Background: an optimization exercise with open tools, aiming at small area and a short achievable clock period. Do not read the settings as production practice. Function was checked by simulation only, so behaviour that the tests miss may differ from the original. No activity file was given, so power comes from the tool's default toggle rates.

==> flow/design.v, too long to show whole: its modules and the start of the top module <==
// module neurona_capa_1: 1326 lines
// module nfa: 4 lines
// module nha: 4 lines
// module nx2: 3 lines
// module nmx: 3 lines
// module nmj: 3 lines
// module nxn2: 3 lines
module neurona_capa_1(
    weight_0, weight_1, weight_2, weight_3, weight_4, weight_5, weight_6, weight_7, weight_8, weight_9, weight_10, weight_11, weight_12, weight_13, weight_14, weight_15, weight_16, weight_17, weight_18, weight_19, weight_20, weight_21, weight_22, weight_23, weight_24, weight_25, weight_26, weight_27, weight_28, weight_29, weight_30, weight_31, weight_32, weight_33, weight_34, weight_35, weight_36, weight_37, weight_38, weight_39, weight_40, weight_41, weight_42, weight_43, weight_44, weight_45, weight_46, weight_47, weight_48,
    pixel_0, pixel_1, pixel_2, pixel_3, pixel_4, pixel_5, pixel_6, pixel_7, pixel_8, pixel_9, pixel_10, pixel_11, pixel_12, pixel_13, pixel_14, pixel_15, pixel_16, pixel_17, pixel_18, pixel_19, pixel_20, pixel_21, pixel_22, pixel_23, pixel_24, pixel_25, pixel_26, pixel_27, pixel_28, pixel_29, pixel_30, pixel_31, pixel_32, pixel_33, pixel_34, pixel_35, pixel_36, pixel_37, pixel_38, pixel_39, pixel_40, pixel_41, pixel_42, pixel_43, pixel_44, pixel_45, pixel_46, pixel_47, pixel_48,
    clk, out
);
  // ...
==> flow/flow/run.sh <==
#!/bin/bash
# Own layout flow: the standard flow (standard.sh, unchanged synthesis),
# with two changes: the port buffers buffer_ports inserts are buf_1 cells
# (timing repair resizes them where needed), and the setup repair margin is
# 4.4 ns for the pre-placement repair in floorplan and 4.7 ns for the
# repairs after clock-tree synthesis and global routing, so that gates are
# upsized from placed timing rather than from the wire-less estimate.
set -euo pipefail
export BUFFER_PORTS_ARGS="-buffer_cell sky130_fd_sc_hd__buf_1"
SETUP_SLACK_MARGIN=4.4 bash standard.sh synth floorplan > standard_floorplan.log 2>&1
SETUP_SLACK_MARGIN=4.7 bash standard.sh > standard.log 2>&1
==> flow/standard.sh <==
#!/bin/bash
# synth_recipe.tcl (not shown) runs the flow's synth.tcl, then flattens the netlist and writes it again
# the make line also repeats each setting of config.mk as NAME=value (left out here)
make -C /OpenROAD-flow-scripts/flow DESIGN_CONFIG=/design/flow/config.mk WORK_HOME=/design/flow/orfs CLKGATE_MAP_FILE= SYNTH_SCRIPT=/design/flow/synth_recipe.tcl "${@:-finish}"
==> flow/config.mk <==
export PLATFORM = sky130hd
export DESIGN_NAME = neurona_capa_1
export DESIGN_NICKNAME = neurona_capa_1
export VERILOG_FILES = /design/flow/design.v
export SDC_FILE = /design/flow/constraint.sdc
export NUM_CORES = 4
export LEC_CHECK = 0
export CAP_MARGIN = 20
export CORE_MARGIN = 2
export CORE_UTILIZATION = 40
export CTS_BUF_LIST = sky130_fd_sc_hd__clkbuf_4 sky130_fd_sc_hd__clkbuf_8
export SLEW_MARGIN = 20
export SYNTH_HIERARCHICAL = 1
export SYNTH_MINIMUM_KEEP_SIZE = 0
==> flow/constraint.sdc <==
create_clock -name core_clock -period 8.0 [get_ports {clk}]
set_input_delay 1.6000 -clock core_clock [delete_from_list [all_inputs] [get_ports {clk}]]
set_output_delay 1.6000 -clock core_clock [all_outputs]
set_load 0.01 [all_outputs]
==> flow_metrics.py, run 1 <==
metrics = {
    "status": {
        "status": "finished clean",
    },
    "clocking": {
        "cts_tree": "done",
        "clock_sinks": 104,
        "cts-resized-gates": 66,
        "clk_latency_ns": 0.37,
        "clk_pin_slew_ns": 0.10,
    },
    "critical_path": {
        "slowest_stage": "fa_1",
        "reg2reg_to": "r2_x676",
        "crit_top_cell": "fa_1",
        "ff2ff_path_depth": 7,
    },
    "cells_and_area": {
        "stdcell_count": 1710,
        "nMultiInputCombCells": 801,
        "utilization": 0.4941,
        "non_clock_buffer_area_share": 0.1424,
        "multi_input_area_um2": 8328,
        "largest_register": "r1",
        "final_common_cell": "buf_1",
    },
    "yosys": {
        "synth_xor_area_frac": 0.08686,
        "synth_top_family_by_area": "adder cells",
        "postSynthCellCount": 963,
        "syn_nets": 1700,
        "synth_fa_ha_area_frac": 0.5479,
    },
    "worst_hold_path": {
        "hold_path.class": "reg2reg",
    },
    "routing": {
        "drcViolationCount": 0,
        "wirelength_um": 39690,
        "vias": 8272,
        "avgViaCountPerCell": 4.837,
        "met1_length_um": 14730,
        "top_layer": "met4",
        "drtPass1Iterations": 6,
    },
    "power_and_ir_drop": {
        "comb_power_share": 0.768,
        "clkPwrFrac": 0.059,
        "p_sw_frac": 0.4425,
    },
    "floorplanning": {
        "core-area_um2": 26060,
    },
    "global_routing": {
        "grtUsageMet2": 0.5489,
        "use_met3": 0.04325,
        "grt_pass1_wl_um": 56860,
    },
    "place": {
        "place_inst": 1690,
        "gp_congestion": 1.035,
    },
    "sta": {
        "max_clock_freq_mhz": 305.3,
    },
}
==> inputs of run 2 (changes only) <==
==> flow/flow/run.sh (replaced) <==
#!/bin/bash
# Own layout flow: the standard flow (standard.sh, unchanged synthesis),
# with two changes: the port buffers buffer_ports inserts are buf_1 cells
# (timing repair resizes them where needed), and the setup repair margin is
# 0 ns for the pre-placement repair in floorplan and 4.85 ns for the
# repairs after clock-tree synthesis and global routing, so that gates are
# upsized from placed timing rather than from the wire-less estimate.
set -euo pipefail
export BUFFER_PORTS_ARGS="-buffer_cell sky130_fd_sc_hd__buf_1"
SETUP_SLACK_MARGIN=0 bash standard.sh synth floorplan > standard_floorplan.log 2>&1
SETUP_SLACK_MARGIN=4.85 bash standard.sh > standard.log 2>&1
==> flow_metrics.py, run 2 <==
metrics = {
    "clocking": {
        "h-tree-depth": 3,
        "clock_sinks": 104,
        "clk_latency_ns": 0.37,
        "hold_buffers": 0,
        "clk_pin_slew_ns": 0.10,
        "cts_made_buffers": 9,
        "clock_path_buffers": 2,
        "cts_tree": "done",
        "root_buffer": "clkbuf_8",
    },
    "critical_path": {
        "required_ns": 8.29,
        "worstPathMaxFanout": 1,
        "crit_type": "reg2reg",
        "start_kind": "flip-flop",
        "end_kind": "flip-flop",
        "r2r_slack_ns": 4.81,
        "cp.arrival_ns": 3.49,
    },
    "global_routing": {
        "grt_max_degree": 17,
        "grt_pass1_wl_um": 57100,
        "antenna_found_initial": 0,
        "grt_overflow_total": 0,
        "track_usage": 0.2911,
        "grt_pass1_vias": 9423,
    },
    "cells_and_area": {
        "area_growth_pct": 26.55,
        "largest_register_ffs": 93,
        "final_cell_mix": "buf_1 (388), nand2_1 (367), fa_1 (235)",
        "postLayoutCellArea_um2": 13400,
        "largest_register": "r1",
        "final_common_cell": "buf_1",
        "nNetsFinal": 2105,
        "drive_above_1_share": 0.1253,
    },
    "sta": {
        "rsz0062_at_grt": "yes",
        "hold_viol_final": 0,
        "tightest_slew_ns": 0.3268,
        "post-route-period-util": 0.3990,
        "maxSlewHeadroom": 0.7814,
        "period_minus_slack_ns": 3.192,
        "slew_viol_final": 0,
        "max_clock_freq_mhz": 313.3,
        "setup-tns-final_ns": 0,
        "setup_viol": 0,
        "skew_ns": 0.009045,
    },
    "power_and_ir_drop": {
        "power_density_nw_per_um2": 437.9,
        "seqPwrFrac": 0.168,
        "peakVddDrop_v": 0.001348,
        "comb_power_share": 0.775,
        "p_int_mw": 3.296,
        "p_sw_frac": 0.4383,
        "clkPwrFrac": 0.057,
        "p_leak_nw": 4.784,
        "power_switching_mw": 2.572,
    },
    "routing": {
        "avgViaCountPerCell": 4.839,
        "wl_per_cell_um": 23.44,
        "vias": 8269,
        "drcViolationCount": 0,
        "postRouteAntennaNets": 0,
        "drt_iter0_markers": 320,
        "wirelength_um": 40060,
        "drtPass1Iterations": 5,
    },
    "place": {
        "placed_cell_area_um2": 12450,
        "port_buffers": 449,
        "gp_congestion": 1.035,
        "dp_hpwl_um": 36390,
    },
    "floorplanning": {
        "die_y_um": 166.7,
        "core-area_um2": 26060,
        "die_x_um": 166.7,
        "pin_count": 450,
        "rows": 59,
        "start_util": 0.4063,
        "die-area_um2": 27790,
    },
    "yosys": {
        "synth_area_um2": 10590,
        "syn_nets": 1700,
        "synth_commonest_cells": "nand2_1 (392), fa_1 (281), dfxtp_1 (104), xor2_1 (96), clkbuf_1 (49)",
        "synth.most_common_cell": "nand2_1",
        "synth-seq-cells": 104,
        "yosysSeqAreaShare": 0.1966,
        "syn-mean-instance-area_um2": 10.99,
        "synth_ff_type": "dfxtp_1",
        "postSynthCellCount": 963,
        "synthTopCellsByArea": "fa_1 (53%), dfxtp_1 (20%), nand2_1 (14%)",
        "yosys.area.top_type": "fa_1",
        "async_flop_share": 0,
        "synth.distinct_cells": 12,
        "synth_edf_count": 0,
        "synth_top_area_frac": 0.5313,
        "yosysWarningCount": 7,
    },
    "worst_hold_path": {
        "hold_path.class": "reg2reg",
    },
    "job": {
        "drv_cap": 0,
    },
    "status": {
        "status": "finished clean",
    },
}
==> run 2: area by class of cell <==
| cell class | instances | area [um2] |
|---|---|---|
| flip-flops and latches | 104 | 2093 |
| clock inverters | 5 | 57.56 |
| well taps | 335 | 419.2 |
| inverters | 1 | 3.754 |
| clock buffers | 11 | 138.9 |
| diodes | 1 | 2.502 |
| fillers | 2492 | 12660 |
| multi-input cells | 801 | 8574 |
| repair buffers | 451 | 2110 |
==> run 2: what timing repair did <==
item,CTS,global route
endpoints found under the setup margin,88,31
pin swaps,32,77
resized for setup,157,105
setup buffers,2,0
==> run 2: path summary, 6_finish.rpt <==
kind,from,to,cells past startpoint
worst max-delay path,r1[47],r2_x676,8
worst min-delay path,r1[2],r2_p701,2
worst max register to register,r1[47],r2_x676,8
worst min register to register,r1[2],r2_p701,2
==> run 2: through the flow <==
| stage | setup slack (ns) | total power [mW] | hold slack, ns | instances | utilization |
|---|---|---|---|---|---|
| after floorplan | 4.418 | 3.998 | 0.4827 | 963 | - |
| after global placement | 3.859 | 5.101 | 0.5037 | 1690 | 0.4777 |
| after detailed placement | 3.857 | 5.117 | 0.5253 | 1690 | 0.4777 |
| after CTS | 4.796 | 5.759 | 0.5399 | 1708 | 0.5001 |
| after global routing | 4.682 | 6.526 | 0.5631 | 1708 | 0.5141 |
| final | 4.808 | 5.868 | 0.5323 | 1709 | 0.5142 |
==> run 2: routing by layer <==
layer  GRT usage  share of wire
met1      0.3467           0.38
met2      0.5546           0.55
met3     0.03992          0.044
met4     0.06784          0.024
met5           0              0
==> run 2: worst max-delay path, stage by stage (launching register included) <==
cell	delay, ns
dfxtp_2	0.34
fa_1	0.51
fa_2	0.40
fa_1	0.53
fa_1	0.44
fa_2	0.35
ha_2	0.18
xor2_1	0.16
xor2_1	0.20
==> run 2: kinds of logic (layout without fill, tap and decap cells) <==
logic type / count (synthesis) / after routing / share of synthesized area
fa+ha+maj: 295 / 295 / 0.5479
xor+xnor: 105 / 105 / 0.08686
flops: 104 / 104 / 0.1966
other cells: 0 / 1 / 0
compound gates: 7 / 7 / 0.005081
simple gates: 394 / 394 / 0.1402
buf+inv: 58 / 468 / 0.02340
==> run 2: power groups by stage <==
| stage | combinational (mW) | clock, mW | sequential (mW) |
|---|---|---|---|
| 2_1_floorplan | 3.06 | 0 | 0.940 |
| 3_3_place_gp | 4.11 | 0 | 0.990 |
| 3_5_place_dp | 4.12 | 0 | 0.994 |
| 4_1_cts | 4.43 | 0.344 | 0.985 |
| 5_1_grt | 5.16 | 0.364 | 1.01 |
| 6_report | 4.55 | 0.337 | 0.984 |
==> run 2: Yosys stat by module (local to each module, per instance) <==
module	cells inside	copies in the design	area [um2]
neurona_capa_1	563	1	3867
nfa	1	281	20.02
nha	1	14	12.51
nx2	1	96	8.758
nxn2	1	9	8.758
==> inputs of run 3 (changes only) <==
==> flow/flow/run.sh (replaced) <==
#!/bin/bash
# Own layout flow: the standard flow (standard.sh, unchanged synthesis),
# with two changes: the port buffers buffer_ports inserts are buf_1 cells
# (timing repair resizes them where needed), and the setup repair margin is
# 0 ns for the pre-placement repair in floorplan and 5.0 ns for the
# repairs after clock-tree synthesis and global routing, so that gates are
# upsized from placed timing rather than from the wire-less estimate.
set -euo pipefail
export BUFFER_PORTS_ARGS="-buffer_cell sky130_fd_sc_hd__buf_1"
SETUP_SLACK_MARGIN=0 bash standard.sh synth floorplan > standard_floorplan.log 2>&1
SETUP_SLACK_MARGIN=5.0 bash standard.sh > standard.log 2>&1
==> flow_metrics.py, run 3 <==
metrics = {
    "routing": {
        "avgViaCountPerCell": 4.888,
        "vias": 8397,
        "drcViolationCount": 0,
        "wirelength_um": 40550,
        "wl_per_cell_um": 23.60,
        "drtPass1Iterations": 6,
        "drt_iter0_markers": 303,
        "postRouteAntennaNets": 0,
    },
    "yosys": {
        "yosys.area.top_type": "fa_1",
        "synth_ff_type": "dfxtp_1",
        "yosysSeqAreaShare": 0.1966,
        "synth.distinct_cells": 12,
        "synth.most_common_cell": "nand2_1",
        "yosysWarningCount": 7,
        "synth_edf_count": 0,
        "synth_area_um2": 10590,
        "syn-mean-instance-area_um2": 10.99,
        "synthTopCellsByArea": "fa_1 (53%), dfxtp_1 (20%), nand2_1 (14%)",
        "synth-seq-cells": 104,
        "async_flop_share": 0,
        "synth_commonest_cells": "nand2_1 (392), fa_1 (281), dfxtp_1 (104), xor2_1 (96), clkbuf_1 (49)",
        "postSynthCellCount": 963,
        "synth_top_area_frac": 0.5313,
        "syn_nets": 1700,
    },
    "power_and_ir_drop": {
        "p_int_mw": 3.616,
        "p_sw_frac": 0.4271,
        "comb_power_share": 0.791,
        "peakVddDrop_v": 0.001600,
        "power_density_nw_per_um2": 431.8,
        "seqPwrFrac": 0.156,
        "clkPwrFrac": 0.053,
        "power_switching_mw": 2.695,
        "p_leak_nw": 5.336,
    },
    "sta": {
        "hold_viol_final": 0,
        "slew_viol_final": 0,
        "period_minus_slack_ns": 3.201,
        "tightest_slew_ns": 0.2886,
        "setup-tns-final_ns": 0,
        "hold-worst-slack_ns": 0.5315,
        "setup_viol": 0,
        "maxSlewHeadroom": 0.8070,
        "skew_ns": 0.009596,
        "max_clock_freq_mhz": 312.4,
        "post-route-period-util": 0.4002,
        "rsz0062_at_grt": "yes",
    },
    "clocking": {
        "h-tree-depth": 3,
        "cts_made_buffers": 9,
        "root_buffer": "clkbuf_8",
        "clk_latency_ns": 0.37,
        "clock_sinks": 104,
        "cts_tree": "done",
        "clock_path_buffers": 2,
        "clk_pin_slew_ns": 0.10,
        "hold_buffers": 0,
    },
    "floorplanning": {
        "pin_count": 450,
        "core-area_um2": 26060,
        "die-area_um2": 27790,
        "die_x_um": 166.7,
        "die_y_um": 166.7,
        "rows": 59,
        "start_util": 0.4063,
    },
    "worst_hold_path": {
        "min_from": "r1[2]",
        "hold_path.class": "reg2reg",
    },
    "global_routing": {
        "grt_pass1_vias": 9597,
        "grt_overflow_total": 0,
        "grt_pass1_wl_um": 57610,
        "grt_max_degree": 17,
        "antenna_found_initial": 2,
        "track_usage": 0.2943,
    },
    "place": {
        "place_inst": 1690,
        "gp_congestion": 1.035,
        "port_buffers": 449,
        "dp_hpwl_um": 36390,
    },
    "critical_path": {
        "required_ns": 8.29,
        "cp.arrival_ns": 3.49,
        "start_kind": "flip-flop",
        "end_kind": "flip-flop",
        "crit_buf_inv": 0,
        "crit_family": "adder cells",
        "worstPathMaxFanout": 1,
        "r2r_start": "r1[46]",
        "worstPathCellList": "fa_1 > fa_2 > fa_1 > fa_1 > fa_2 > ha_2 > xor2_1 > xor2_1",
        "crit_top_cell": "fa_1",
        "slowest_stage": "fa_1",
        "critPathMaxStageDelay_ns": 0.53,
        "critPathLaunch": "r1[46]",
        "crit_type": "reg2reg",
    },
    "cells_and_area": {
        "largest_register_ffs": 93,
        "stdcell_count": 1718,
        "utilization": 0.5609,
        "drive_above_1_share": 0.3201,
        "nNetsFinal": 2113,
        "final_common_cell": "buf_1",
        "largest_register": "r1",
        "final_cell_mix": "buf_1 (333), nand2_1 (244), fa_1 (156)",
        "area_growth_pct": 38.04,
    },
    "job": {
        "drv_cap": 0,
    },
    "status": {
        "status": "finished clean",
    },
}
[run 3: cell count changes in the layout (fill, tap and decap cells not counted), moves of 3 or more]
cell,previous run,this run
nand2_2,21,104
fa_1,235,156
fa_2,46,125
clkbuf_2,8,22
buf_1,388,333
buf_2,7,39
dfxtp_1,95,92
buf_6,24,9
dfxtp_2,9,12
buf_12,6,34
nand2_4,4,44
nand2_1,367,244
[run 3: layout make-up]
cell class              count  area, um2
diodes                      2      5.005
multi-input cells         801       9284
clock buffers              11      138.9
well taps                 335      419.2
inverters                   1      3.754
clock inverters             5      57.56
fillers                  2354      11440
repair buffers            459       2610
flip-flops and latches    104       2097
[run 3: worst paths after layout]
| path | slack [ns] | depth (start not counted) | to |
|---|---|---|---|
| worst max-delay path | 4.80 | 8 | r2_x676 |
| worst min-delay path | 0.53 | 2 | r2_p701 |
| worst max register to register | 4.80 | 8 | r2_x676 |
| worst min register to register | 0.53 | 2 | r2_p701 |
[run 3: kinds of logic after synthesis]
logic type | synth area share
simple gates | 0.1402
fa+ha+maj | 0.5479
xor+xnor | 0.08686
flops | 0.1966
buf+inv | 0.02340
compound gates | 0.005081
[run 3: metrics by stage]
stage / worst slack, ns / cell area [um2] / power (mW)
6_report: 4.799 / 14620 / 6.311
3_3_place_gp: 3.859 / 12450 / 5.101
5_1_grt: 4.682 / 14620 / 6.984
3_5_place_dp: 3.857 / 12450 / 5.117
4_1_cts: 4.796 / 14060 / 6.104
2_1_floorplan: 4.418 / 10590 / 3.998
[run 3: per-module statistics from Yosys, one instance, submodules excluded]
| module | flip-flops and latches | copies in the design | cells |
|---|---|---|---|
| neurona_capa_1 | 104 | 1 | 563 |
| nfa | 0 | 281 | 1 |
| nha | 0 | 14 | 1 |
| nx2 | 0 | 96 | 1 |
| nxn2 | 0 | 9 | 1 |
[run 3: metal layers]
metal	up-vias	GRT usage	share of wire
li1	3689	-	-
met1	4326	0.3436	0.36
met2	318	0.5611	0.56
met3	64	0.04515	0.050
met4	0	0.07646	0.028
met5	-	0	0
[run 3: tightest hold or removal path: cells and delay by family, from the launching register on]
kind | cells | cell delay (ns)
buf+inv | 1 | 0.03
fa+ha+maj | 1 | 0.13
flops | 1 | 0.34
[run 3: timing repair]
item / in CTS / in global routing
buffers inserted: 4 / 6
cloned: 0 / 0
setup endpoints to repair: 96 / 51
pin swaps: 165 / 125
hold endpoints to repair: 0 / 0
gates resized for setup: 487 / 163
[run 3: power by group through the flow]
stage	registers (mW)	logic, mW	clock network [mW]
after floorplan	0.940	3.06	0
after global placement	0.990	4.11	0
after detailed placement	0.994	4.12	0
after CTS	0.989	4.77	0.344
after global routing	1.01	5.61	0.364
final	0.985	4.99	0.336
==> inputs of run 4 (changes only) <==
==> flow/flow/run.sh (replaced) <==
#!/bin/bash
# Own layout flow: the standard flow (standard.sh, unchanged synthesis),
# with two changes: the port buffers buffer_ports inserts are buf_1 cells
# (timing repair resizes them where needed), and the setup repair margin is
# 0 ns for the pre-placement repair in floorplan and 4.7 ns for the
# repairs after clock-tree synthesis and global routing, so that gates are
# upsized from placed timing rather than from the wire-less estimate.
set -euo pipefail
export BUFFER_PORTS_ARGS="-buffer_cell sky130_fd_sc_hd__buf_1"
SETUP_SLACK_MARGIN=0 bash standard.sh synth floorplan > standard_floorplan.log 2>&1
SETUP_SLACK_MARGIN=4.7 bash standard.sh > standard.log 2>&1
==> flow_metrics.py, run 4 <==
metrics = {
    "yosys": {
        "synthTopCellsByArea": "fa_1 (53%), dfxtp_1 (20%), nand2_1 (14%)",
        "synth_ff_type": "dfxtp_1",
        "synth_top_area_frac": 0.5313,
        "async_flop_share": 0,
        "yosysWarningCount": 7,
        "postSynthCellCount": 963,
        "yosysSeqAreaShare": 0.1966,
        "syn_nets": 1700,
        "synthSimpleGateAreaFrac": 0.1402,
        "syn-mean-instance-area_um2": 10.99,
        "muxShareOfSynthArea": 0,
        "synth_top_family_by_area": "adder cells",
        "synth.most_common_cell": "nand2_1",
        "synth_compound_area_frac": 0.005082,
        "synth_edf_count": 0,
        "synth_fa_ha_area_frac": 0.5479,
        "synth_xor_area_frac": 0.08686,
        "synth_commonest_cells": "nand2_1 (392), fa_1 (281), dfxtp_1 (104), xor2_1 (96), clkbuf_1 (49)",
        "synth-seq-cells": 104,
        "synth.distinct_cells": 12,
        "yosys.area.top_type": "fa_1",
        "synth_area_um2": 10590,
    },
    "global_routing": {
        "grt_overflow_total": 0,
        "antenna_found_initial": 1,
        "grt_pass1_wl_um": 56860,
        "grt_pass1_vias": 9376,
        "grt_max_degree": 17,
        "track_usage": 0.2902,
    },
    "sta": {
        "slew_viol_final": 0,
        "maxSlewHeadroom": 0.7699,
        "hold-worst-slack_ns": 0.5308,
        "max_clock_freq_mhz": 305.3,
        "rsz0062_at_grt": "yes",
        "setup-tns-final_ns": 0,
        "period_minus_slack_ns": 3.275,
        "hold_viol_final": 0,
        "post-route-period-util": 0.4094,
        "tightest_slew_ns": 0.3440,
        "setup_viol": 0,
        "skew_ns": 0.009748,
    },
    "floorplanning": {
        "rows": 59,
        "die_y_um": 166.7,
        "die-area_um2": 27790,
        "start_util": 0.4063,
        "die_x_um": 166.7,
        "core-area_um2": 26060,
        "pin_count": 450,
    },
    "routing": {
        "avgViaCountPerCell": 4.837,
        "met1_length_um": 14730,
        "vias": 8272,
        "wl_per_cell_um": 23.21,
        "postRouteAntennaNets": 0,
        "wl_met3_um": 2068,
        "dr_wl_met2_um": 21890,
        "drtPass1Iterations": 6,
        "drcViolationCount": 0,
        "drt_iter0_markers": 408,
        "wirelength_um": 39690,
        "top_layer": "met4",
    },
    "cells_and_area": {
        "nNetsFinal": 2103,
        "largest_register_ffs": 93,
        "final_cell_mix": "buf_1 (399), nand2_1 (392), fa_1 (269)",
        "area_growth_pct": 21.61,
        "final_common_cell": "buf_1",
        "drive_above_1_share": 0.06200,
        "stdcell_count": 1710,
        "nFillCells": 2556,
        "largest_register": "r1",
    },
    "critical_path": {
        "worstPathCellList": "buf_4 > nand2_1 > fa_1 > fa_1 > fa_1",
        "endpoint": "r1[38]",
        "critPathMaxStageDelay_ns": 0.65,
        "crit_top_cell": "fa_1",
        "worstPathMaxFanout": 9,
        "start_kind": "input port",
        "crit_type": "in2reg",
        "cp.arrival_ns": 3.53,
        "end_kind": "flip-flop",
        "critPathLaunch": "pixel_37",
        "required_ns": 8.26,
        "r2r_slack_ns": 4.74,
        "slowest_stage": "fa_1",
        "reg2reg_to": "r2_x676",
        "r2r_start": "r1[11]",
        "ff2ff_path_depth": 7,
    },
    "power_and_ir_drop": {
        "peakVddDrop_v": 0.001340,
        "p_leak_nw": 4.624,
        "power_density_nw_per_um2": 440.6,
    },
    "status": {
        "status": "finished clean",
    },
    "worst_hold_path": {
        "hold_path.class": "reg2reg",
    },
    "place": {
        "place_inst": 1690,
        "dp_hpwl_um": 36390,
        "gp_congestion": 1.035,
        "port_buffers": 449,
    },
    "clocking": {
        "h-tree-depth": 3,
        "cts_made_buffers": 9,
        "clock_path_buffers": 2,
        "clock_sinks": 104,
        "root_buffer": "clkbuf_8",
        "clk_pin_slew_ns": 0.10,
        "clk_latency_ns": 0.37,
        "hold_buffers": 0,
        "cts_tree": "done",
    },
    "job": {
        "drv_cap": 0,
    },
}
==> run 4: cell counts after synthesis <==
Identical to the previous run, type by type.
==> run 4: critical path: cells and delay by family <==
family,cells,cell delay [ns]
adders and majority gates,3,1.64
buffers and inverters,1,0.18
and+or+nand+nor,1,0.10
==> run 4: timing repair <==
item                                   in CTS  in global routing
pin swaps                                   1                 12
setup buffers                               0                  0
endpoints found under the hold margin       0                  0
resized for setup                          66                 41
setup endpoints to repair                  85                 18
==> run 4: worst min path at each step <==
| stage | from | end | slack [ns] | cells past startpoint |
|---|---|---|---|---|
| floorplan | r1[2] | r2_p701 | 0.48 | 2 |
| global placement | r1[2] | r2_p701 | 0.50 | 2 |
| detailed placement | r1[2] | r2_p701 | 0.53 | 2 |
| CTS | r1[2] | r2_p701 | 0.54 | 2 |
| global route | r1[2] | r2_p701 | 0.56 | 2 |
| finish | r1[2] | r2_p701 | 0.53 | 2 |
==> run 4: modules after synthesis (local to each module, per instance) <==
module,cells inside,flops+latches,times used,cell area [um2]
nx2,1,0,96,8.758
nfa,1,0,281,20.02
neurona_capa_1,563,104,1,3867
nxn2,1,0,9,8.758
nha,1,0,14,12.51
==> run 4: layout make-up <==
cell class / count / area (um2) / area share
sequential: 104 / 2086 / 0.1620
timing repair buffer: 449 / 1833 / 0.1424
inverter: 1 / 3.754 / 0.0002915
clock inverter: 5 / 57.56 / 0.004470
clock buffer: 11 / 138.9 / 0.01079
antenna: 4 / 10.01 / 0.0007774
multi-input combinational: 801 / 8328 / 0.6468
tap: 335 / 419.2 / 0.03255
==> run 4: kinds of logic after synthesis <==
kind of cell / after synthesis
xor+xnor: 105
flops: 104
compound gates: 7
fa+ha+maj: 295
buf+inv: 58
simple gates: 394
==> run 4: routing by layer <==
metal  up-vias  GRT usage
li1       3675          -
met1      4255     0.3449
met2       290     0.5489
met5         -          0
met3        52    0.04325
met4         0    0.07234
==> run 4: per-stage QoR <==
| step | utilization | total power, mW | setup WS, ns | cell area, um2 |
|---|---|---|---|---|
| after floorplan | - | 3.998 | 4.418 | 10590 |
| after global placement | 0.4777 | 5.101 | 3.859 | 12450 |
| after detailed placement | 0.4777 | 5.117 | 3.857 | 12450 |
| after CTS | 0.4892 | 5.507 | 4.700 | 12750 |
| after global routing | 0.4938 | 6.349 | 4.674 | 12870 |
| final | 0.4941 | 5.673 | 4.725 | 12880 |
==> run 4: report_power, final <==
part           switching (mW)  leakage, nW  internal [mW]  total [mW]
clock                   0.185       0.0924          0.151       0.337
sequential              0.137        0.873          0.842       0.979
combinational            2.19         3.66           2.17        4.36

static timing again, ports no longer ideal:
The flow's constraints put no driver on any port. The routed layouts listed below were extracted and timed again, unchanged, in two steps.
Step 1 (the two cells are an assumption about what drives the block):
set clk [get_ports {clk}]
set_driving_cell -lib_cell sky130_fd_sc_hd__clkbuf_16 $clk
set_driving_cell -lib_cell sky130_fd_sc_hd__buf_2 [delete_from_list [all_inputs] $clk]
Step 2 moves the port delays by t, midway between the first and last clock arrival at a register: inputs arrive t later, outputs are due t later. That takes back most of the time a late clock gives input paths.
Three values: ideal, step 1, step 2; two values: the first two.
run	shift t [ns]	setup slack, ns	hold slack, ns	latest minus earliest clock arrival (ns)	worst slew at a driven data input, ns
run 1	0.407	4.725 / 4.736 / 4.329	0.531 / 0.531 / 0.531	0.012 / 0.013	0.12
run 2	0.410	4.808 / 4.800 / 4.441	0.532 / 0.532 / 0.532	0.012 / 0.013	0.10
run 3	0.406	4.799 / 4.799 / 4.434	0.532 / 0.532 / 0.532	0.013 / 0.013	0.12
run 4	0.407	4.725 / 4.736 / 4.329	0.531 / 0.531 / 0.531	0.012 / 0.013	0.12
After both steps every run listed still meets setup and hold.
